Background: an optimization exercise with open tools, aiming at small area, a short achievable clock period and few clock cycles. Do not read the settings as production practice.
Only simulation tests tie the RTL to the original design; equivalence was not proved.
No activity file was given, so power comes from the tool's default toggle rates.

--- design/flow/design.v ---
module booth_mul64(op_done, result, clk, reset_n, multiplier, multiplicand, op_start, op_clear);
  input clk, reset_n, op_start, op_clear;
  input [63:0] multiplier, multiplicand;
  output op_done;
  output [127:0] result;
  reg busy, fin, done;    
  reg [2:0] cnt;
  reg [63:0] M;           
  reg [64:0] acc;         
  reg [16:0] cv;          
  reg [63:0] Q;           
  assign op_done = done;
  assign result = {acc[63:0], Q};
  always @(posedge clk or negedge reset_n)
    if (!reset_n) begin
      busy <= 1'b0;
      fin <= 1'b0;
      done <= 1'b0;
    end else if (!op_start || op_clear) begin
      busy <= 1'b0;
      fin <= 1'b0;
      done <= 1'b0;
    end else if (busy) begin
      if (cnt == 3'd7) begin
        busy <= 1'b0;
        fin <= 1'b1;
      end
    end else if (fin) begin
      fin <= 1'b0;
      done <= 1'b1;
    end else if (!done) begin
      busy <= 1'b1;
    end
  always @(posedge clk)
    if (busy) cnt <= cnt + 1'b1;
    else cnt <= 3'd0;
  reg [3:0] one, two, ng;
  wire [8:0] bq = busy ? Q[15:7] : {multiplier[7:0], 1'b0};
  always @(posedge clk) begin
    one[0] <= bq[1] ^ bq[0];
    two[0] <= (bq[2] & ~bq[1] & ~bq[0]) | (~bq[2] & bq[1] & bq[0]);
    ng[0] <= bq[2];
    one[1] <= bq[3] ^ bq[2];
    two[1] <= (bq[4] & ~bq[3] & ~bq[2]) | (~bq[4] & bq[3] & bq[2]);
    ng[1] <= bq[4];
    one[2] <= bq[5] ^ bq[4];
    two[2] <= (bq[6] & ~bq[5] & ~bq[4]) | (~bq[6] & bq[5] & bq[4]);
    ng[2] <= bq[6];
    one[3] <= bq[7] ^ bq[6];
    two[3] <= (bq[8] & ~bq[7] & ~bq[6]) | (~bq[8] & bq[7] & bq[6]);
    ng[3] <= bq[8];
  end
  wire ngn = Q[9] & (cnt != 3'd7);
  wire [64:0] ma = {M[63], M};
  wire [65:0] ma2 = {M[63], M, 1'b0};
  wire [64:0] p0 = (({65{one[0]}} & ma) | ({65{two[0]}} & ma2[64:0])) ^ {65{ng[0]}};
  wire [64:0] p1 = (({65{one[1]}} & ma) | ({65{two[1]}} & ma2[64:0])) ^ {65{ng[1]}};
  wire [64:0] p2 = (({65{one[2]}} & ma) | ({65{two[2]}} & ma2[64:0])) ^ {65{ng[2]}};
  wire [64:0] p3 = (({65{one[3]}} & ma) | ({65{two[3]}} & ma2[64:0])) ^ {65{ng[3]}};
  wire t1, t2, t3, t4, t5, t6, t7, t8, t9, t10, t11, t12, t13, t14, t15, t16, t17, t18, t19, t20, t21, t22, t23, t24, t25, t26, t27, t28, t29, t30, t31, t32, t33, t34, t35, t36, t37, t38, t39, t40, t41, t42, t43, t44, t45, t46, t47, t48, t49, t50, t51, t52, t53, t54, t55, t56, t57, t58, t59, t60, t61, t62, t63, t64, t65, t66, t67, t68, t69, t70, t71, t72, t73, t74, t75, t76, t77, t78, t79, t80, t81, t82, t83, t84, t85, t86, t87, t88, t89, t90, t91, t92, t93, t94, t95, t96, t97, t98, t99, t100, t101, t102, t103, t104, t105, t106, t107, t108, t109, t110, t111, t112, t113, t114, t115, t116, t117, t118, t119, t120, t121, t122, t123, t124, t125, t126, t127, t128, t129, t130, t131, t132, t133, t134, t135, t136, t137, t138, t139, t140, t141, t142, t143, t144, t145, t146, t147, t148, t149, t150, t151, t152, t153, t154, t155, t156, t157, t158, t159, t160, t161, t162, t163, t164, t165, t166, t167, t168, t169, t170, t171, t172, t173, t174, t175, t176, t177, t178, t179, t180, t181, t182, t183, t184, t185, t186, t187, t188, t189, t190, t191, t192, t193, t194, t195, t196, t197, t198, t199, t200, t201, t202, t203, t204, t205, t206, t207, t208, t209, t210, t211, t212, t213, t214, t215, t216, t217, t218, t219, t220, t221, t222, t223, t224, t225, t226, t227, t228, t229, t230, t231, t232, t233, t234, t235, t236, t237, t238, t239, t240, t241, t242, t243, t244, t245, t246, t247, t248, t249, t250, t251, t252, t253, t254, t255, t256, t257, t258, t259, t260, t261, t262, t263, t264, t265, t266, t267, t268, t269, t270, t271, t272, t273, t274, t275, t276, t277, t278, t279, t280, t281, t282, t283, t284, t285, t286, t287, t288, t289, t290, t291, t292, t293, t294, t295, t296, t297, t298, t299, t300, t301, t302, t303, t304, t305, t306, t307, t308, t309, t310, t311, t312, t313, t314, t315, t316, t317, t318, t319, t320, t321, t322, t323, t324, t325, t326, t327, t328, t329, t330, t331, t332, t333, t334, t335, t336, t337, t338, t339, t340, t341, t342, t343, t344, t345, t346, t347, t348, t349, t350, t351, t352, t353, t354, t355, t356, t357, t358, t359, t360, t361, t362, t363, t364, t365, t366, t367, t368, t369, t370, t371, t372, t373, t374, t375, t376, t377, t378, t379, t380, t381, t382, t383, t384, t385, t386, t387, t388, t389, t390, t391, t392, t393, t394, t395, t396, t397, t398, t399, t400, t401, t402, t403, t404, t405, t406, t407, t408, t409, t410, t411, t412, t413, t414, t415, t416, t417, t418, t419, t420, t421, t422, t423, t424, t425, t426, t427, t428, t429, t430, t431, t432, t433, t434, t435, t436, t437, t438, t439, t440, t441, t442, t443, t444, t445, t446, t447, t448, t449, t450, t451, t452, t453, t454, t455, t456, t457, t458, t459, t460, t461, t462, t463, t464, t465, t466, t467, t468, t469, t470, t471, t472, t473, t474, t475, t476, t477, t478, t479, t480, t481, t482, t483, t484, t485, t486, t487, t488, t489, t490, t491, t492, t493, t494, t495, t496, t497, t498, t499, t500, t501, t502, t503, t504, t505, t506;
  assign t1 = acc[4] ^ p0[4] ^ p1[2];
  assign t2 = (acc[4] & p0[4]) | (p1[2] & (acc[4] ^ p0[4]));
  assign t3 = acc[5] ^ p0[5];
  assign t4 = acc[5] & p0[5];
  assign t5 = acc[6] ^ p0[6] ^ p1[4];
  assign t6 = (acc[6] & p0[6]) | (p1[4] & (acc[6] ^ p0[6]));
  assign t7 = p2[2] ^ p3[0];
  assign t8 = p2[2] & p3[0];
  assign t9 = acc[7] ^ p0[7] ^ p1[5];
  assign t10 = (acc[7] & p0[7]) | (p1[5] & (acc[7] ^ p0[7]));
  assign t11 = p2[3] ^ p3[1];
  assign t12 = p2[3] & p3[1];
  assign t13 = acc[8] ^ p0[8] ^ p1[6];
  assign t14 = (acc[8] & p0[8]) | (p1[6] & (acc[8] ^ p0[8]));
  assign t15 = p2[4] ^ p3[2] ^ ngn;
  assign t16 = (p2[4] & p3[2]) | (ngn & (p2[4] ^ p3[2]));
  assign t17 = acc[9] ^ p0[9] ^ p1[7];
  assign t18 = (acc[9] & p0[9]) | (p1[7] & (acc[9] ^ p0[9]));
  assign t19 = p2[5] ^ p3[3];
  assign t20 = p2[5] & p3[3];
  assign t21 = acc[10] ^ p0[10] ^ p1[8];
  assign t22 = (acc[10] & p0[10]) | (p1[8] & (acc[10] ^ p0[10]));
  assign t23 = p2[6] ^ p3[4];
  assign t24 = p2[6] & p3[4];
  assign t25 = acc[11] ^ p0[11] ^ p1[9];
  assign t26 = (acc[11] & p0[11]) | (p1[9] & (acc[11] ^ p0[11]));
  assign t27 = p2[7] ^ p3[5];
  assign t28 = p2[7] & p3[5];
  assign t29 = acc[12] ^ p0[12] ^ p1[10];
  assign t30 = (acc[12] & p0[12]) | (p1[10] & (acc[12] ^ p0[12]));
  assign t31 = p2[8] ^ p3[6];
  assign t32 = p2[8] & p3[6];
  assign t33 = acc[13] ^ p0[13] ^ p1[11];
  assign t34 = (acc[13] & p0[13]) | (p1[11] & (acc[13] ^ p0[13]));
  assign t35 = p2[9] ^ p3[7];
  assign t36 = p2[9] & p3[7];
  assign t37 = acc[14] ^ p0[14] ^ p1[12];
  assign t38 = (acc[14] & p0[14]) | (p1[12] & (acc[14] ^ p0[14]));
  assign t39 = p2[10] ^ p3[8];
  assign t40 = p2[10] & p3[8];
  assign t41 = acc[15] ^ p0[15] ^ p1[13];
  assign t42 = (acc[15] & p0[15]) | (p1[13] & (acc[15] ^ p0[15]));
  assign t43 = p2[11] ^ p3[9];
  assign t44 = p2[11] & p3[9];
  assign t45 = acc[16] ^ p0[16] ^ p1[14];
  assign t46 = (acc[16] & p0[16]) | (p1[14] & (acc[16] ^ p0[16]));
  assign t47 = p2[12] ^ p3[10];
  assign t48 = p2[12] & p3[10];
  assign t49 = acc[17] ^ p0[17] ^ p1[15];
  assign t50 = (acc[17] & p0[17]) | (p1[15] & (acc[17] ^ p0[17]));
  assign t51 = p2[13] ^ p3[11];
  assign t52 = p2[13] & p3[11];
  assign t53 = acc[18] ^ p0[18] ^ p1[16];
  assign t54 = (acc[18] & p0[18]) | (p1[16] & (acc[18] ^ p0[18]));
  assign t55 = p2[14] ^ p3[12];
  assign t56 = p2[14] & p3[12];
  assign t57 = acc[19] ^ p0[19] ^ p1[17];
  assign t58 = (acc[19] & p0[19]) | (p1[17] & (acc[19] ^ p0[19]));
  assign t59 = p2[15] ^ p3[13];
  assign t60 = p2[15] & p3[13];
  assign t61 = acc[20] ^ p0[20] ^ p1[18];
  assign t62 = (acc[20] & p0[20]) | (p1[18] & (acc[20] ^ p0[20]));
  assign t63 = p2[16] ^ p3[14];
  assign t64 = p2[16] & p3[14];
  assign t65 = acc[21] ^ p0[21] ^ p1[19];
  assign t66 = (acc[21] & p0[21]) | (p1[19] & (acc[21] ^ p0[21]));
  assign t67 = p2[17] ^ p3[15];
  assign t68 = p2[17] & p3[15];
  assign t69 = acc[22] ^ p0[22] ^ p1[20];
  assign t70 = (acc[22] & p0[22]) | (p1[20] & (acc[22] ^ p0[22]));
  assign t71 = p2[18] ^ p3[16];
  assign t72 = p2[18] & p3[16];
  assign t73 = acc[23] ^ p0[23] ^ p1[21];
  assign t74 = (acc[23] & p0[23]) | (p1[21] & (acc[23] ^ p0[23]));
  assign t75 = p2[19] ^ p3[17];
  assign t76 = p2[19] & p3[17];
  assign t77 = acc[24] ^ p0[24] ^ p1[22];
  assign t78 = (acc[24] & p0[24]) | (p1[22] & (acc[24] ^ p0[24]));
  assign t79 = p2[20] ^ p3[18];
  assign t80 = p2[20] & p3[18];
  assign t81 = acc[25] ^ p0[25] ^ p1[23];
  assign t82 = (acc[25] & p0[25]) | (p1[23] & (acc[25] ^ p0[25]));
  assign t83 = p2[21] ^ p3[19];
  assign t84 = p2[21] & p3[19];
  assign t85 = acc[26] ^ p0[26] ^ p1[24];
  assign t86 = (acc[26] & p0[26]) | (p1[24] & (acc[26] ^ p0[26]));
  assign t87 = p2[22] ^ p3[20];
  assign t88 = p2[22] & p3[20];
  assign t89 = acc[27] ^ p0[27] ^ p1[25];
  assign t90 = (acc[27] & p0[27]) | (p1[25] & (acc[27] ^ p0[27]));
  assign t91 = p2[23] ^ p3[21];
  assign t92 = p2[23] & p3[21];
  assign t93 = acc[28] ^ p0[28] ^ p1[26];
  assign t94 = (acc[28] & p0[28]) | (p1[26] & (acc[28] ^ p0[28]));
  assign t95 = p2[24] ^ p3[22];
  assign t96 = p2[24] & p3[22];
  assign t97 = acc[29] ^ p0[29] ^ p1[27];
  assign t98 = (acc[29] & p0[29]) | (p1[27] & (acc[29] ^ p0[29]));
  assign t99 = p2[25] ^ p3[23];
  assign t100 = p2[25] & p3[23];
  assign t101 = acc[30] ^ p0[30] ^ p1[28];
  assign t102 = (acc[30] & p0[30]) | (p1[28] & (acc[30] ^ p0[30]));
  assign t103 = p2[26] ^ p3[24];
  assign t104 = p2[26] & p3[24];
  assign t105 = acc[31] ^ p0[31] ^ p1[29];
  assign t106 = (acc[31] & p0[31]) | (p1[29] & (acc[31] ^ p0[31]));
  assign t107 = p2[27] ^ p3[25];
  assign t108 = p2[27] & p3[25];
  assign t109 = acc[32] ^ p0[32] ^ p1[30];
  assign t110 = (acc[32] & p0[32]) | (p1[30] & (acc[32] ^ p0[32]));
  assign t111 = p2[28] ^ p3[26];
  assign t112 = p2[28] & p3[26];
  assign t113 = acc[33] ^ p0[33] ^ p1[31];
  assign t114 = (acc[33] & p0[33]) | (p1[31] & (acc[33] ^ p0[33]));
  assign t115 = p2[29] ^ p3[27];
  assign t116 = p2[29] & p3[27];
  assign t117 = acc[34] ^ p0[34] ^ p1[32];
  assign t118 = (acc[34] & p0[34]) | (p1[32] & (acc[34] ^ p0[34]));
  assign t119 = p2[30] ^ p3[28];
  assign t120 = p2[30] & p3[28];
  assign t121 = acc[35] ^ p0[35] ^ p1[33];
  assign t122 = (acc[35] & p0[35]) | (p1[33] & (acc[35] ^ p0[35]));
  assign t123 = p2[31] ^ p3[29];
  assign t124 = p2[31] & p3[29];
  assign t125 = acc[36] ^ p0[36] ^ p1[34];
  assign t126 = (acc[36] & p0[36]) | (p1[34] & (acc[36] ^ p0[36]));
  assign t127 = p2[32] ^ p3[30];
  assign t128 = p2[32] & p3[30];
  assign t129 = acc[37] ^ p0[37] ^ p1[35];
  assign t130 = (acc[37] & p0[37]) | (p1[35] & (acc[37] ^ p0[37]));
  assign t131 = p2[33] ^ p3[31];
  assign t132 = p2[33] & p3[31];
  assign t133 = acc[38] ^ p0[38] ^ p1[36];
  assign t134 = (acc[38] & p0[38]) | (p1[36] & (acc[38] ^ p0[38]));
  assign t135 = p2[34] ^ p3[32];
  assign t136 = p2[34] & p3[32];
  assign t137 = acc[39] ^ p0[39] ^ p1[37];
  assign t138 = (acc[39] & p0[39]) | (p1[37] & (acc[39] ^ p0[39]));
  assign t139 = p2[35] ^ p3[33];
  assign t140 = p2[35] & p3[33];
  assign t141 = acc[40] ^ p0[40] ^ p1[38];
  assign t142 = (acc[40] & p0[40]) | (p1[38] & (acc[40] ^ p0[40]));
  assign t143 = p2[36] ^ p3[34];
  assign t144 = p2[36] & p3[34];
  assign t145 = acc[41] ^ p0[41] ^ p1[39];
  assign t146 = (acc[41] & p0[41]) | (p1[39] & (acc[41] ^ p0[41]));
  assign t147 = p2[37] ^ p3[35];
  assign t148 = p2[37] & p3[35];
  assign t149 = acc[42] ^ p0[42] ^ p1[40];
  assign t150 = (acc[42] & p0[42]) | (p1[40] & (acc[42] ^ p0[42]));
  assign t151 = p2[38] ^ p3[36];
  assign t152 = p2[38] & p3[36];
  assign t153 = acc[43] ^ p0[43] ^ p1[41];
  assign t154 = (acc[43] & p0[43]) | (p1[41] & (acc[43] ^ p0[43]));
  assign t155 = p2[39] ^ p3[37];
  assign t156 = p2[39] & p3[37];
  assign t157 = acc[44] ^ p0[44] ^ p1[42];
  assign t158 = (acc[44] & p0[44]) | (p1[42] & (acc[44] ^ p0[44]));
  assign t159 = p2[40] ^ p3[38];
  assign t160 = p2[40] & p3[38];
  assign t161 = acc[45] ^ p0[45] ^ p1[43];
  assign t162 = (acc[45] & p0[45]) | (p1[43] & (acc[45] ^ p0[45]));
  assign t163 = p2[41] ^ p3[39];
  assign t164 = p2[41] & p3[39];
  assign t165 = acc[46] ^ p0[46] ^ p1[44];
  assign t166 = (acc[46] & p0[46]) | (p1[44] & (acc[46] ^ p0[46]));
  assign t167 = p2[42] ^ p3[40];
  assign t168 = p2[42] & p3[40];
  assign t169 = acc[47] ^ p0[47] ^ p1[45];
  assign t170 = (acc[47] & p0[47]) | (p1[45] & (acc[47] ^ p0[47]));
  assign t171 = p2[43] ^ p3[41];
  assign t172 = p2[43] & p3[41];
  assign t173 = acc[48] ^ p0[48] ^ p1[46];
  assign t174 = (acc[48] & p0[48]) | (p1[46] & (acc[48] ^ p0[48]));
  assign t175 = p2[44] ^ p3[42];
  assign t176 = p2[44] & p3[42];
  assign t177 = acc[49] ^ p0[49] ^ p1[47];
  assign t178 = (acc[49] & p0[49]) | (p1[47] & (acc[49] ^ p0[49]));
  assign t179 = p2[45] ^ p3[43];
  assign t180 = p2[45] & p3[43];
  assign t181 = acc[50] ^ p0[50] ^ p1[48];
  assign t182 = (acc[50] & p0[50]) | (p1[48] & (acc[50] ^ p0[50]));
  assign t183 = p2[46] ^ p3[44];
  assign t184 = p2[46] & p3[44];
  assign t185 = acc[51] ^ p0[51] ^ p1[49];
  assign t186 = (acc[51] & p0[51]) | (p1[49] & (acc[51] ^ p0[51]));
  assign t187 = p2[47] ^ p3[45];
  assign t188 = p2[47] & p3[45];
  assign t189 = acc[52] ^ p0[52] ^ p1[50];
  assign t190 = (acc[52] & p0[52]) | (p1[50] & (acc[52] ^ p0[52]));
  assign t191 = p2[48] ^ p3[46];
  assign t192 = p2[48] & p3[46];
  assign t193 = acc[53] ^ p0[53] ^ p1[51];
  assign t194 = (acc[53] & p0[53]) | (p1[51] & (acc[53] ^ p0[53]));
  assign t195 = p2[49] ^ p3[47];
  assign t196 = p2[49] & p3[47];
  assign t197 = acc[54] ^ p0[54] ^ p1[52];
  assign t198 = (acc[54] & p0[54]) | (p1[52] & (acc[54] ^ p0[54]));
  assign t199 = p2[50] ^ p3[48];
  assign t200 = p2[50] & p3[48];
  assign t201 = acc[55] ^ p0[55] ^ p1[53];
  assign t202 = (acc[55] & p0[55]) | (p1[53] & (acc[55] ^ p0[55]));
  assign t203 = p2[51] ^ p3[49];
  assign t204 = p2[51] & p3[49];
  assign t205 = acc[56] ^ p0[56] ^ p1[54];
  assign t206 = (acc[56] & p0[56]) | (p1[54] & (acc[56] ^ p0[56]));
  assign t207 = p2[52] ^ p3[50];
  assign t208 = p2[52] & p3[50];
  assign t209 = acc[57] ^ p0[57] ^ p1[55];
  assign t210 = (acc[57] & p0[57]) | (p1[55] & (acc[57] ^ p0[57]));
  assign t211 = p2[53] ^ p3[51];
  assign t212 = p2[53] & p3[51];
  assign t213 = acc[58] ^ p0[58] ^ p1[56];
  assign t214 = (acc[58] & p0[58]) | (p1[56] & (acc[58] ^ p0[58]));
  assign t215 = p2[54] ^ p3[52];
  assign t216 = p2[54] & p3[52];
  assign t217 = acc[59] ^ p0[59] ^ p1[57];
  assign t218 = (acc[59] & p0[59]) | (p1[57] & (acc[59] ^ p0[59]));
  assign t219 = p2[55] ^ p3[53];
  assign t220 = p2[55] & p3[53];
  assign t221 = acc[60] ^ p0[60] ^ p1[58];
  assign t222 = (acc[60] & p0[60]) | (p1[58] & (acc[60] ^ p0[60]));
  assign t223 = p2[56] ^ p3[54];
  assign t224 = p2[56] & p3[54];
  assign t225 = acc[61] ^ p0[61] ^ p1[59];
  assign t226 = (acc[61] & p0[61]) | (p1[59] & (acc[61] ^ p0[61]));
  assign t227 = p2[57] ^ p3[55];
  assign t228 = p2[57] & p3[55];
  assign t229 = acc[62] ^ p0[62] ^ p1[60];
  assign t230 = (acc[62] & p0[62]) | (p1[60] & (acc[62] ^ p0[62]));
  assign t231 = p2[58] ^ p3[56];
  assign t232 = p2[58] & p3[56];
  assign t233 = acc[63] ^ p0[63] ^ p1[61];
  assign t234 = (acc[63] & p0[63]) | (p1[61] & (acc[63] ^ p0[63]));
  assign t235 = p2[59] ^ p3[57];
  assign t236 = p2[59] & p3[57];
  assign t237 = ~acc[64] ^ ~p0[64] ^ p1[62];
  assign t238 = (~acc[64] & ~p0[64]) | (p1[62] & (~acc[64] ^ ~p0[64]));
  assign t239 = p2[60] ^ p3[58];
  assign t240 = p2[60] & p3[58];
  assign t241 = 1'b1 ^ p1[63] ^ p2[61];
  assign t242 = (1'b1 & p1[63]) | (p2[61] & (1'b1 ^ p1[63]));
  assign t243 = acc[2] ^ p0[2] ^ p1[0];
  assign t244 = (acc[2] & p0[2]) | (p1[0] & (acc[2] ^ p0[2]));
  assign t245 = acc[3] ^ p0[3] ^ p1[1];
  assign t246 = (acc[3] & p0[3]) | (p1[1] & (acc[3] ^ p0[3]));
  assign t247 = p2[0] ^ ng[2] ^ cv[1];
  assign t248 = (p2[0] & ng[2]) | (cv[1] & (p2[0] ^ ng[2]));
  assign t249 = p1[3] ^ p2[1] ^ t3;
  assign t250 = (p1[3] & p2[1]) | (t3 & (p1[3] ^ p2[1]));
  assign t251 = ng[3] ^ t5 ^ t7;
  assign t252 = (ng[3] & t5) | (t7 & (ng[3] ^ t5));
  assign t253 = t9 ^ t11 ^ t6;
  assign t254 = (t9 & t11) | (t6 & (t9 ^ t11));
  assign t255 = t13 ^ t15 ^ t10;
  assign t256 = (t13 & t15) | (t10 & (t13 ^ t15));
  assign t257 = t17 ^ t19 ^ t14;
  assign t258 = (t17 & t19) | (t14 & (t17 ^ t19));
  assign t259 = t21 ^ t23 ^ t18;
  assign t260 = (t21 & t23) | (t18 & (t21 ^ t23));
  assign t261 = t25 ^ t27 ^ t22;
  assign t262 = (t25 & t27) | (t22 & (t25 ^ t27));
  assign t263 = t29 ^ t31 ^ t26;
  assign t264 = (t29 & t31) | (t26 & (t29 ^ t31));
  assign t265 = t33 ^ t35 ^ t30;
  assign t266 = (t33 & t35) | (t30 & (t33 ^ t35));
  assign t267 = t37 ^ t39 ^ t34;
  assign t268 = (t37 & t39) | (t34 & (t37 ^ t39));
  assign t269 = t41 ^ t43 ^ t38;
  assign t270 = (t41 & t43) | (t38 & (t41 ^ t43));
  assign t271 = t45 ^ t47 ^ t42;
  assign t272 = (t45 & t47) | (t42 & (t45 ^ t47));
  assign t273 = t49 ^ t51 ^ t46;
  assign t274 = (t49 & t51) | (t46 & (t49 ^ t51));
  assign t275 = t53 ^ t55 ^ t50;
  assign t276 = (t53 & t55) | (t50 & (t53 ^ t55));
  assign t277 = t57 ^ t59 ^ t54;
  assign t278 = (t57 & t59) | (t54 & (t57 ^ t59));
  assign t279 = t61 ^ t63 ^ t58;
  assign t280 = (t61 & t63) | (t58 & (t61 ^ t63));
  assign t281 = t65 ^ t67 ^ t62;
  assign t282 = (t65 & t67) | (t62 & (t65 ^ t67));
  assign t283 = t69 ^ t71 ^ t66;
  assign t284 = (t69 & t71) | (t66 & (t69 ^ t71));
  assign t285 = t73 ^ t75 ^ t70;
  assign t286 = (t73 & t75) | (t70 & (t73 ^ t75));
  assign t287 = t77 ^ t79 ^ t74;
  assign t288 = (t77 & t79) | (t74 & (t77 ^ t79));
  assign t289 = t81 ^ t83 ^ t78;
  assign t290 = (t81 & t83) | (t78 & (t81 ^ t83));
  assign t291 = t85 ^ t87 ^ t82;
  assign t292 = (t85 & t87) | (t82 & (t85 ^ t87));
  assign t293 = t89 ^ t91 ^ t86;
  assign t294 = (t89 & t91) | (t86 & (t89 ^ t91));
  assign t295 = t93 ^ t95 ^ t90;
  assign t296 = (t93 & t95) | (t90 & (t93 ^ t95));
  assign t297 = t97 ^ t99 ^ t94;
  assign t298 = (t97 & t99) | (t94 & (t97 ^ t99));
  assign t299 = t101 ^ t103 ^ t98;
  assign t300 = (t101 & t103) | (t98 & (t101 ^ t103));
  assign t301 = t105 ^ t107 ^ t102;
  assign t302 = (t105 & t107) | (t102 & (t105 ^ t107));
  assign t303 = t109 ^ t111 ^ t106;
  assign t304 = (t109 & t111) | (t106 & (t109 ^ t111));
  assign t305 = t113 ^ t115 ^ t110;
  assign t306 = (t113 & t115) | (t110 & (t113 ^ t115));
  assign t307 = t117 ^ t119 ^ t114;
  assign t308 = (t117 & t119) | (t114 & (t117 ^ t119));
  assign t309 = t121 ^ t123 ^ t118;
  assign t310 = (t121 & t123) | (t118 & (t121 ^ t123));
  assign t311 = t125 ^ t127 ^ t122;
  assign t312 = (t125 & t127) | (t122 & (t125 ^ t127));
  assign t313 = t129 ^ t131 ^ t126;
  assign t314 = (t129 & t131) | (t126 & (t129 ^ t131));
  assign t315 = t133 ^ t135 ^ t130;
  assign t316 = (t133 & t135) | (t130 & (t133 ^ t135));
  assign t317 = t137 ^ t139 ^ t134;
  assign t318 = (t137 & t139) | (t134 & (t137 ^ t139));
  assign t319 = t141 ^ t143 ^ t138;
  assign t320 = (t141 & t143) | (t138 & (t141 ^ t143));
  assign t321 = t145 ^ t147 ^ t142;
  assign t322 = (t145 & t147) | (t142 & (t145 ^ t147));
  assign t323 = t149 ^ t151 ^ t146;
  assign t324 = (t149 & t151) | (t146 & (t149 ^ t151));
  assign t325 = t153 ^ t155 ^ t150;
  assign t326 = (t153 & t155) | (t150 & (t153 ^ t155));
  assign t327 = t157 ^ t159 ^ t154;
  assign t328 = (t157 & t159) | (t154 & (t157 ^ t159));
  assign t329 = t161 ^ t163 ^ t158;
  assign t330 = (t161 & t163) | (t158 & (t161 ^ t163));
  assign t331 = t165 ^ t167 ^ t162;
  assign t332 = (t165 & t167) | (t162 & (t165 ^ t167));
  assign t333 = t169 ^ t171 ^ t166;
  assign t334 = (t169 & t171) | (t166 & (t169 ^ t171));
  assign t335 = t173 ^ t175 ^ t170;
  assign t336 = (t173 & t175) | (t170 & (t173 ^ t175));
  assign t337 = t177 ^ t179 ^ t174;
  assign t338 = (t177 & t179) | (t174 & (t177 ^ t179));
  assign t339 = t181 ^ t183 ^ t178;
  assign t340 = (t181 & t183) | (t178 & (t181 ^ t183));
  assign t341 = t185 ^ t187 ^ t182;
  assign t342 = (t185 & t187) | (t182 & (t185 ^ t187));
  assign t343 = t189 ^ t191 ^ t186;
  assign t344 = (t189 & t191) | (t186 & (t189 ^ t191));
  assign t345 = t193 ^ t195 ^ t190;
  assign t346 = (t193 & t195) | (t190 & (t193 ^ t195));
  assign t347 = t197 ^ t199 ^ t194;
  assign t348 = (t197 & t199) | (t194 & (t197 ^ t199));
  assign t349 = t201 ^ t203 ^ t198;
  assign t350 = (t201 & t203) | (t198 & (t201 ^ t203));
  assign t351 = t205 ^ t207 ^ t202;
  assign t352 = (t205 & t207) | (t202 & (t205 ^ t207));
  assign t353 = t209 ^ t211 ^ t206;
  assign t354 = (t209 & t211) | (t206 & (t209 ^ t211));
  assign t355 = t213 ^ t215 ^ t210;
  assign t356 = (t213 & t215) | (t210 & (t213 ^ t215));
  assign t357 = t217 ^ t219 ^ t214;
  assign t358 = (t217 & t219) | (t214 & (t217 ^ t219));
  assign t359 = t221 ^ t223 ^ t218;
  assign t360 = (t221 & t223) | (t218 & (t221 ^ t223));
  assign t361 = t225 ^ t227 ^ t222;
  assign t362 = (t225 & t227) | (t222 & (t225 ^ t227));
  assign t363 = t229 ^ t231 ^ t226;
  assign t364 = (t229 & t231) | (t226 & (t229 ^ t231));
  assign t365 = t233 ^ t235 ^ t230;
  assign t366 = (t233 & t235) | (t230 & (t233 ^ t235));
  assign t367 = t237 ^ t239 ^ t234;
  assign t368 = (t237 & t239) | (t234 & (t237 ^ t239));
  assign t369 = p3[59] ^ t241 ^ t238;
  assign t370 = (p3[59] & t241) | (t238 & (p3[59] ^ t241));
  assign t371 = ~p1[64] ^ p2[62] ^ p3[60];
  assign t372 = (~p1[64] & p2[62]) | (p3[60] & (~p1[64] ^ p2[62]));
  assign t373 = 1'b1 ^ p2[63] ^ p3[61];
  assign t374 = (1'b1 & p2[63]) | (p3[61] & (1'b1 ^ p2[63]));
  assign t375 = t1 ^ t247;
  assign t376 = t1 & t247;
  assign t377 = t2 ^ t249 ^ t248;
  assign t378 = (t2 & t249) | (t248 & (t2 ^ t249));
  assign t379 = t4 ^ t251 ^ t250;
  assign t380 = (t4 & t251) | (t250 & (t4 ^ t251));
  assign t381 = t8 ^ t253 ^ t252;
  assign t382 = (t8 & t253) | (t252 & (t8 ^ t253));
  assign t383 = t12 ^ t255 ^ t254;
  assign t384 = (t12 & t255) | (t254 & (t12 ^ t255));
  assign t385 = t16 ^ t257 ^ t256;
  assign t386 = (t16 & t257) | (t256 & (t16 ^ t257));
  assign t387 = t20 ^ t259 ^ t258;
  assign t388 = (t20 & t259) | (t258 & (t20 ^ t259));
  assign t389 = t24 ^ t261 ^ t260;
  assign t390 = (t24 & t261) | (t260 & (t24 ^ t261));
  assign t391 = t28 ^ t263 ^ t262;
  assign t392 = (t28 & t263) | (t262 & (t28 ^ t263));
  assign t393 = t32 ^ t265 ^ t264;
  assign t394 = (t32 & t265) | (t264 & (t32 ^ t265));
  assign t395 = t36 ^ t267 ^ t266;
  assign t396 = (t36 & t267) | (t266 & (t36 ^ t267));
  assign t397 = t40 ^ t269 ^ t268;
  assign t398 = (t40 & t269) | (t268 & (t40 ^ t269));
  assign t399 = t44 ^ t271 ^ t270;
  assign t400 = (t44 & t271) | (t270 & (t44 ^ t271));
  assign t401 = t48 ^ t273 ^ t272;
  assign t402 = (t48 & t273) | (t272 & (t48 ^ t273));
  assign t403 = t52 ^ t275 ^ t274;
  assign t404 = (t52 & t275) | (t274 & (t52 ^ t275));
  assign t405 = t56 ^ t277 ^ t276;
  assign t406 = (t56 & t277) | (t276 & (t56 ^ t277));
  assign t407 = t60 ^ t279 ^ t278;
  assign t408 = (t60 & t279) | (t278 & (t60 ^ t279));
  assign t409 = t64 ^ t281 ^ t280;
  assign t410 = (t64 & t281) | (t280 & (t64 ^ t281));
  assign t411 = t68 ^ t283 ^ t282;
  assign t412 = (t68 & t283) | (t282 & (t68 ^ t283));
  assign t413 = t72 ^ t285 ^ t284;
  assign t414 = (t72 & t285) | (t284 & (t72 ^ t285));
  assign t415 = t76 ^ t287 ^ t286;
  assign t416 = (t76 & t287) | (t286 & (t76 ^ t287));
  assign t417 = t80 ^ t289 ^ t288;
  assign t418 = (t80 & t289) | (t288 & (t80 ^ t289));
  assign t419 = t84 ^ t291 ^ t290;
  assign t420 = (t84 & t291) | (t290 & (t84 ^ t291));
  assign t421 = t88 ^ t293 ^ t292;
  assign t422 = (t88 & t293) | (t292 & (t88 ^ t293));
  assign t423 = t92 ^ t295 ^ t294;
  assign t424 = (t92 & t295) | (t294 & (t92 ^ t295));
  assign t425 = t96 ^ t297 ^ t296;
  assign t426 = (t96 & t297) | (t296 & (t96 ^ t297));
  assign t427 = t100 ^ t299 ^ t298;
  assign t428 = (t100 & t299) | (t298 & (t100 ^ t299));
  assign t429 = t104 ^ t301 ^ t300;
  assign t430 = (t104 & t301) | (t300 & (t104 ^ t301));
  assign t431 = t108 ^ t303 ^ t302;
  assign t432 = (t108 & t303) | (t302 & (t108 ^ t303));
  assign t433 = t112 ^ t305 ^ t304;
  assign t434 = (t112 & t305) | (t304 & (t112 ^ t305));
  assign t435 = t116 ^ t307 ^ t306;
  assign t436 = (t116 & t307) | (t306 & (t116 ^ t307));
  assign t437 = t120 ^ t309 ^ t308;
  assign t438 = (t120 & t309) | (t308 & (t120 ^ t309));
  assign t439 = t124 ^ t311 ^ t310;
  assign t440 = (t124 & t311) | (t310 & (t124 ^ t311));
  assign t441 = t128 ^ t313 ^ t312;
  assign t442 = (t128 & t313) | (t312 & (t128 ^ t313));
  assign t443 = t132 ^ t315 ^ t314;
  assign t444 = (t132 & t315) | (t314 & (t132 ^ t315));
  assign t445 = t136 ^ t317 ^ t316;
  assign t446 = (t136 & t317) | (t316 & (t136 ^ t317));
  assign t447 = t140 ^ t319 ^ t318;
  assign t448 = (t140 & t319) | (t318 & (t140 ^ t319));
  assign t449 = t144 ^ t321 ^ t320;
  assign t450 = (t144 & t321) | (t320 & (t144 ^ t321));
  assign t451 = t148 ^ t323 ^ t322;
  assign t452 = (t148 & t323) | (t322 & (t148 ^ t323));
  assign t453 = t152 ^ t325 ^ t324;
  assign t454 = (t152 & t325) | (t324 & (t152 ^ t325));
  assign t455 = t156 ^ t327 ^ t326;
  assign t456 = (t156 & t327) | (t326 & (t156 ^ t327));
  assign t457 = t160 ^ t329 ^ t328;
  assign t458 = (t160 & t329) | (t328 & (t160 ^ t329));
  assign t459 = t164 ^ t331 ^ t330;
  assign t460 = (t164 & t331) | (t330 & (t164 ^ t331));
  assign t461 = t168 ^ t333 ^ t332;
  assign t462 = (t168 & t333) | (t332 & (t168 ^ t333));
  assign t463 = t172 ^ t335 ^ t334;
  assign t464 = (t172 & t335) | (t334 & (t172 ^ t335));
  assign t465 = t176 ^ t337 ^ t336;
  assign t466 = (t176 & t337) | (t336 & (t176 ^ t337));
  assign t467 = t180 ^ t339 ^ t338;
  assign t468 = (t180 & t339) | (t338 & (t180 ^ t339));
  assign t469 = t184 ^ t341 ^ t340;
  assign t470 = (t184 & t341) | (t340 & (t184 ^ t341));
  assign t471 = t188 ^ t343 ^ t342;
  assign t472 = (t188 & t343) | (t342 & (t188 ^ t343));
  assign t473 = t192 ^ t345 ^ t344;
  assign t474 = (t192 & t345) | (t344 & (t192 ^ t345));
  assign t475 = t196 ^ t347 ^ t346;
  assign t476 = (t196 & t347) | (t346 & (t196 ^ t347));
  assign t477 = t200 ^ t349 ^ t348;
  assign t478 = (t200 & t349) | (t348 & (t200 ^ t349));
  assign t479 = t204 ^ t351 ^ t350;
  assign t480 = (t204 & t351) | (t350 & (t204 ^ t351));
  assign t481 = t208 ^ t353 ^ t352;
  assign t482 = (t208 & t353) | (t352 & (t208 ^ t353));
  assign t483 = t212 ^ t355 ^ t354;
  assign t484 = (t212 & t355) | (t354 & (t212 ^ t355));
  assign t485 = t216 ^ t357 ^ t356;
  assign t486 = (t216 & t357) | (t356 & (t216 ^ t357));
  assign t487 = t220 ^ t359 ^ t358;
  assign t488 = (t220 & t359) | (t358 & (t220 ^ t359));
  assign t489 = t224 ^ t361 ^ t360;
  assign t490 = (t224 & t361) | (t360 & (t224 ^ t361));
  assign t491 = t228 ^ t363 ^ t362;
  assign t492 = (t228 & t363) | (t362 & (t228 ^ t363));
  assign t493 = t232 ^ t365 ^ t364;
  assign t494 = (t232 & t365) | (t364 & (t232 ^ t365));
  assign t495 = t236 ^ t367 ^ t366;
  assign t496 = (t236 & t367) | (t366 & (t236 ^ t367));
  assign t497 = t240 ^ t369 ^ t368;
  assign t498 = (t240 & t369) | (t368 & (t240 ^ t369));
  assign t499 = t242 ^ t371 ^ t370;
  assign t500 = (t242 & t371) | (t370 & (t242 ^ t371));
  assign t501 = t373 ^ t372;
  assign t502 = t373 & t372;
  assign t503 = ~p2[64] ^ p3[62] ^ t374;
  assign t504 = (~p2[64] & p3[62]) | (t374 & (~p2[64] ^ p3[62]));
  assign t505 = 1'b1 ^ p3[63];
  assign t506 = 1'b1 & p3[63];
  wire [72:0] r0 = {1'b1, 1'b1, ~p3[64], t505, t503, t501, t499, t497, t495, t493, t491, t489, t487, t485, t483, t481, t479, t477, t475, t473, t471, t469, t467, t465, t463, t461, t459, t457, t455, t453, t451, t449, t447, t445, t443, t441, t439, t437, t435, t433, t431, t429, t427, t425, t423, t421, t419, t417, t415, t413, t411, t409, t407, t405, t403, t401, t399, t397, t395, t393, t391, t389, t387, t385, t383, t381, t379, t377, t246, t245, ng[1], acc[1], acc[0]};
  wire [72:0] r1 = {1'b0, 1'b0, t506, t504, t502, t500, t498, t496, t494, t492, t490, t488, t486, t484, t482, t480, t478, t476, t474, t472, t470, t468, t466, t464, t462, t460, t458, t456, t454, t452, t450, t448, t446, t444, t442, t440, t438, t436, t434, t432, t430, t428, t426, t424, t422, t420, t418, t416, t414, t412, t410, t408, t406, t404, t402, t400, t398, t396, t394, t392, t390, t388, t386, t384, t382, t380, t378, t376, t375, t244, t243, p0[1], p0[0]};
  wire [72:0] x;
  wire [17:0] co;
  assign {co[0], x[7:0]} = r0[7:0] + r1[7:0] + cv[0];
  assign {co[1], x[11:8]} = r0[11:8] + r1[11:8] + cv[2];
  assign {co[2], x[15:12]} = r0[15:12] + r1[15:12] + cv[3];
  assign {co[3], x[19:16]} = r0[19:16] + r1[19:16] + cv[4];
  assign {co[4], x[23:20]} = r0[23:20] + r1[23:20] + cv[5];
  assign {co[5], x[27:24]} = r0[27:24] + r1[27:24] + cv[6];
  assign {co[6], x[31:28]} = r0[31:28] + r1[31:28] + cv[7];
  assign {co[7], x[35:32]} = r0[35:32] + r1[35:32] + cv[8];
  assign {co[8], x[39:36]} = r0[39:36] + r1[39:36] + cv[9];
  assign {co[9], x[43:40]} = r0[43:40] + r1[43:40] + cv[10];
  assign {co[10], x[47:44]} = r0[47:44] + r1[47:44] + cv[11];
  assign {co[11], x[51:48]} = r0[51:48] + r1[51:48] + cv[12];
  assign {co[12], x[55:52]} = r0[55:52] + r1[55:52] + cv[13];
  assign {co[13], x[59:56]} = r0[59:56] + r1[59:56] + cv[14];
  assign {co[14], x[63:60]} = r0[63:60] + r1[63:60] + cv[15];
  assign {co[15], x[67:64]} = r0[67:64] + r1[67:64] + cv[16];
  assign {co[16], x[71:68]} = r0[71:68] + r1[71:68] + 1'b0;
  assign {co[17], x[72:72]} = r0[72:72] + r1[72:72] + 1'b0;
  wire [64:0] cvec = {cv[16], 1'b0, 1'b0, 1'b0, cv[15], 1'b0, 1'b0, 1'b0, cv[14], 1'b0, 1'b0, 1'b0, cv[13], 1'b0, 1'b0, 1'b0, cv[12], 1'b0, 1'b0, 1'b0, cv[11], 1'b0, 1'b0, 1'b0, cv[10], 1'b0, 1'b0, 1'b0, cv[9], 1'b0, 1'b0, 1'b0, cv[8], 1'b0, 1'b0, 1'b0, cv[7], 1'b0, 1'b0, 1'b0, cv[6], 1'b0, 1'b0, 1'b0, cv[5], 1'b0, 1'b0, 1'b0, cv[4], 1'b0, 1'b0, 1'b0, cv[3], 1'b0, 1'b0, 1'b0, cv[2], 1'b0, 1'b0, 1'b0, cv[1], 1'b0, 1'b0, 1'b0, cv[0]};
  always @(posedge clk) begin
    M <= multiplicand;
    if (busy) begin
      acc <= x[72:8];
      cv <= co[16:0];
      Q <= {x[7:0], Q[63:8]};
    end else if (fin) begin
      acc <= acc + cvec;
    end else if (!done) begin
      acc <= {64'd0, multiplier[1]};
      cv <= 17'd0;
      Q <= multiplier;
    end
  end
endmodule
--- design/flow/flow/run.sh ---
#!/bin/bash
# Standard ORFS layout (the standard.sh) with two changes:
#  - ports are buffered with buf_1 instead of the flow's default choice;
#  - repair_timing aims for a setup slack margin of 6.7 ns.
set -euo pipefail
export BUFFER_PORTS_ARGS="-buffer_cell sky130_fd_sc_hd__buf_1"
export SETUP_SLACK_MARGIN=6.7
bash standard.sh > standard_make.log 2>&1
--- design/flow/standard.sh ---
#!/bin/bash
# synth_recipe.tcl (not shown) runs the flow's synth.tcl, then flattens the netlist and writes it again
# the make line also repeats each setting of config.mk as NAME=value (left out here)
make -C /OpenROAD-flow-scripts/flow DESIGN_CONFIG=/design/flow/config.mk WORK_HOME=/design/flow/orfs CLKGATE_MAP_FILE= SYNTH_SCRIPT=/design/flow/synth_recipe.tcl "${@:-finish}"
--- design/flow/config.mk ---
export PLATFORM = sky130hd
export DESIGN_NAME = booth_mul64
export DESIGN_NICKNAME = booth_mul64
export VERILOG_FILES = /design/flow/design.v
export SDC_FILE = /design/flow/constraint.sdc
export NUM_CORES = 4
export LEC_CHECK = 0
export CAP_MARGIN = 20
export CORE_MARGIN = 2
export CORE_UTILIZATION = 40
export SLEW_MARGIN = 20
--- design/flow/constraint.sdc ---
create_clock -name core_clock -period 10.0 [get_ports {clk}]
set_input_delay 2.0000 -clock core_clock [delete_from_list [all_inputs] [get_ports {clk}]]
set_output_delay 2.0000 -clock core_clock [all_outputs]
set_load 0.01 [all_outputs]
==> results.yml <==
critical_path:
  crit_fanout: 8
  cp_data_arrival_time_ns: 4.29
  crit_family: "adder cells"
  slowest_stage: "fa_1"
  worstSetupStartpointType: "flip-flop"
  worstReg2RegStart: "one[0]"
  path_class: "reg -> reg"
  crit_required_ns: 10.34
  r2r-end: "acc[58]"
  rrSetupSlack_ns: 6.05
  slowest_delay_ns: 0.51
  cp_common_cell: "fa_2"
  cp_num_buf_inv: 4
  crit_chain: "buf_12 -> buf_16 -> buf_12 -> o21ai_4 -> xor2_2 -> fa_1 -> fa_1 -> inv_2 -> fa_2 -> fa_2 -> fa_2 -> xor2_1 -> o22ai_1"
  rr_worst_depth: 13
  critPathCaptureType: "flip-flop"
drt:
  first_pass_iters: 7
  wl_um: 82500
  detail-route-antenna-nets: 0
  vias_per_cell: 5.69
  drt_iter0_markers: 1453
  drc: 0
  num_vias: 18500
  drt-wirelength-per-cell_um: 25.4
min_path:
  holdCritStartpoint: "cnt[0]"
  holdPathEnd: "cnt[0]"
  holdPathStages: 1
  hold_class: "reg -> reg"
sta:
  maxSlewViolCount: 0
  relSlewSlack: 0.282
  min_period_ns: 3.95
  max_freq_mhz: 253
  rsz0062_at_grt: "yes"
  hold_viol: 0
  setup_viol: 0
  setup_slack_ns: 6.05
  tightest_slew_ns: 1.07
  fin_tns_setup_ns: 0
  post-route-period-util: 0.395
  whs_ns: 0.427
  fin_skew_ns: 0.0555
grt:
  grt_pass1_vias: 19600
  overflow: 0
  grt_usage: 0.274
  grt_max_degree: 72
  grt_pass1_wl_um: 122000
  antenna_found_initial: 2
yosys:
  syn_nets: 2702
  synth_commonest_cells: "306 x inv_1, 266 x xnor2_1, 253 x a22oi_1, 222 x fa_1, 145 x edfxtp_1"
  synth_seq_cells: 228
  synthCells: 2211
  synth.area.top_cells: "fa_1 20%, edfxtp_1 19%, xnor2_1 10%"
  yosysMostFrequentCell: "inv_1"
  ys.flop_type: "edfxtp_1"
  synth_area_um2: 22600
  ys_seq_area_frac: 0.266
  synthArstFlopShare: 0.0132
  netlist.area_leader.share: 0.196
  synth_edf_count: 145
  syn_avg_cell_area_um2: 10.2
  synth_warnings: 1
  yosys.area.top_type: "fa_1"
  ys_types: 65
clocking:
  clock_path_buffers: 3
  cts.htree.levels: 1
  numCtsBuffers: 28
  clk_pin_slew_worst_paths_ns: 0.07
  cts_hold_buffers: 0
  insertion_delay_ns: 0.61
  cts.sinks: 228
  cts_tree: "done"
  cts-root-buf: "clkbuf_16"
placement:
  io_buffers: 260
  dpl_cell_area_um2: 24100
  hpwl_um: 49200
  globalplace.congestion: 0.879
  place_ws_ns: 5.35
  dp_cells: 3006
power_and_ir_drop:
  peakVddDrop_mv: 0.179
  finalPower_mw: 10.8
  clock_power_share: 0.113
  p_seq_frac: 0.137
  intPower_mw: 5.98
  power_density_nw_per_um2: 374
  p_switching_mw: 4.86
  comb_power_share: 0.750
  leakagePower_nw: 11.7
  p_sw_frac: 0.448
status:
  status: "complete, no violations"
cells_and_area:
  final_cells: 3252
  final_layout_size_suffix_gt1_frac: 0.269
  areaGrowthSynthToFinish_pct: 27.9
  fin_util: 0.515
  fin_area_um2: 28900
  nNetsFinal: 2964
job:
  drv_cap: 0
floorplan:
  core_um2: 56200
  die_h_um: 242
  rows: 87
  start_util: 0.403
  ios: 261
  fp.dieW_um: 242
  die-area_um2: 58500
## timing repair
item / 4_1_cts / 5_1_grt
resized for setup: 184 / 157
setup buffers: 111 / 46
pin swaps: 47 / 109
cloned: 30 / 6
setup endpoints to repair: 156 / 113
## routing by layer
layer	routed length, µm	track usage
met3	8040	0.0631
met4	3110	0.0828
met1	32400	0.351
met2	38900	0.460
met5	11	0
## how the worst max path moves through the flow
stage | from | end | slack (ns) | cells after the start
3_5_place_dp | one[1] | acc[55] | 5.35 | 15
4_1_cts | two[0] | acc[14] | 6.13 | 11
3_3_place_gp | one[1] | acc[55] | 5.35 | 15
2_1_floorplan | one[1] | acc[22] | 6.33 | 12
6_report | one[0] | acc[58] | 6.05 | 13
5_1_grt | one[0] | acc[47] | 5.92 | 15
## placed cells by master, fill, tap and decap left out, types with 24 or more instances in the layout
| master | netlist | layout |
|---|---|---|
| buf_6 | 0 | 28 |
| buf_16 | 0 | 37 |
| ha_1 | 137 | 125 |
| a21oi_1 | 55 | 34 |
| dfxtp_1 | 80 | 48 |
| buf_12 | 0 | 24 |
| buf_4 | 64 | 123 |
| xnor2_2 | 0 | 36 |
| xor2_1 | 92 | 86 |
| xnor2_1 | 266 | 230 |
| nor2_1 | 30 | 29 |
| nand2_1 | 54 | 52 |
| inv_1 | 306 | 287 |
| clkbuf_16 | 0 | 35 |
| edfxtp_1 | 145 | 145 |
| a21o_1 | 26 | 26 |
| a22oi_1 | 253 | 160 |
| o22ai_1 | 51 | 44 |
| mux2_2 | 60 | 58 |
| fa_1 | 222 | 154 |
| fa_2 | 0 | 68 |
| a22oi_2 | 0 | 93 |
| buf_1 | 47 | 236 |
## state kept, by name (all words and copies together), names as in the netlist
name / cells
two: 4
Q: 64
fin: 1
cv: 17
ng: 4
done: 1
M: 64
cnt: 3
busy: 1
one: 4
acc: 65
## kinds of logic after synthesis
group / share of synthesized area
and+or+nand+nor: 0.0400
muxes: 0.0312
xor gates and xnor gates: 0.138
adders and majority gates: 0.272
AOI/OAI and AO/OA: 0.148
DFF: 0.266
buffers and inverters: 0.104
## final cells by class
class / count / area, µm²
Timing Repair Buffer: 471 / 3990
Inverter: 309 / 1160
Clock inverter: 21 / 370
Fill cell: 4989 / 27200
Clock buffer: 31 / 733
Antenna cell: 1 / 2.50
Sequential cell: 228 / 6110
Multi-Input combinational cell: 1435 / 15600
Tap cell: 756 / 946
## power by group through the flow
stage,clock network [mW],logic (mW),registers [mW]
floorplan,0,5.29,1.41
global placement,0,6.57,1.56
detailed placement,0,6.74,1.55
CTS,1.24,7.49,1.48
global route,1.28,9.05,1.50
finish,1.23,8.13,1.48
Testbench counts, summed over its fixed seeds: cycles 4,600.

==> separate check: timing with driven ports <==
The flow's constraints put no driver on any port. The routed layout listed below was extracted and timed again, unchanged, in two steps. Step 1: set_driving_cell puts a clkbuf_16 on clk and a buf_2 on each other input, an assumption about the parent block. Step 2 adds t to the input delays and takes it off the output delays; t is the mean of the earliest and latest rising clock arrival at the registers after step 1. Input paths then give back, and output paths get back, about the clock's delay inside the block. Three values: ideal ports, drivers, drivers and shift; two values: the first two.
t, ns: 0.646
slack for setup (ns): 6.046 / 6.046 / 6.046
slew at the worst register clock pin (ns): 0.07 / 0.07
After both steps setup and hold are still met in this run. For this run, drivers alone change the setup slack by 0.000 ns; drivers and shift together by 0.000 ns.
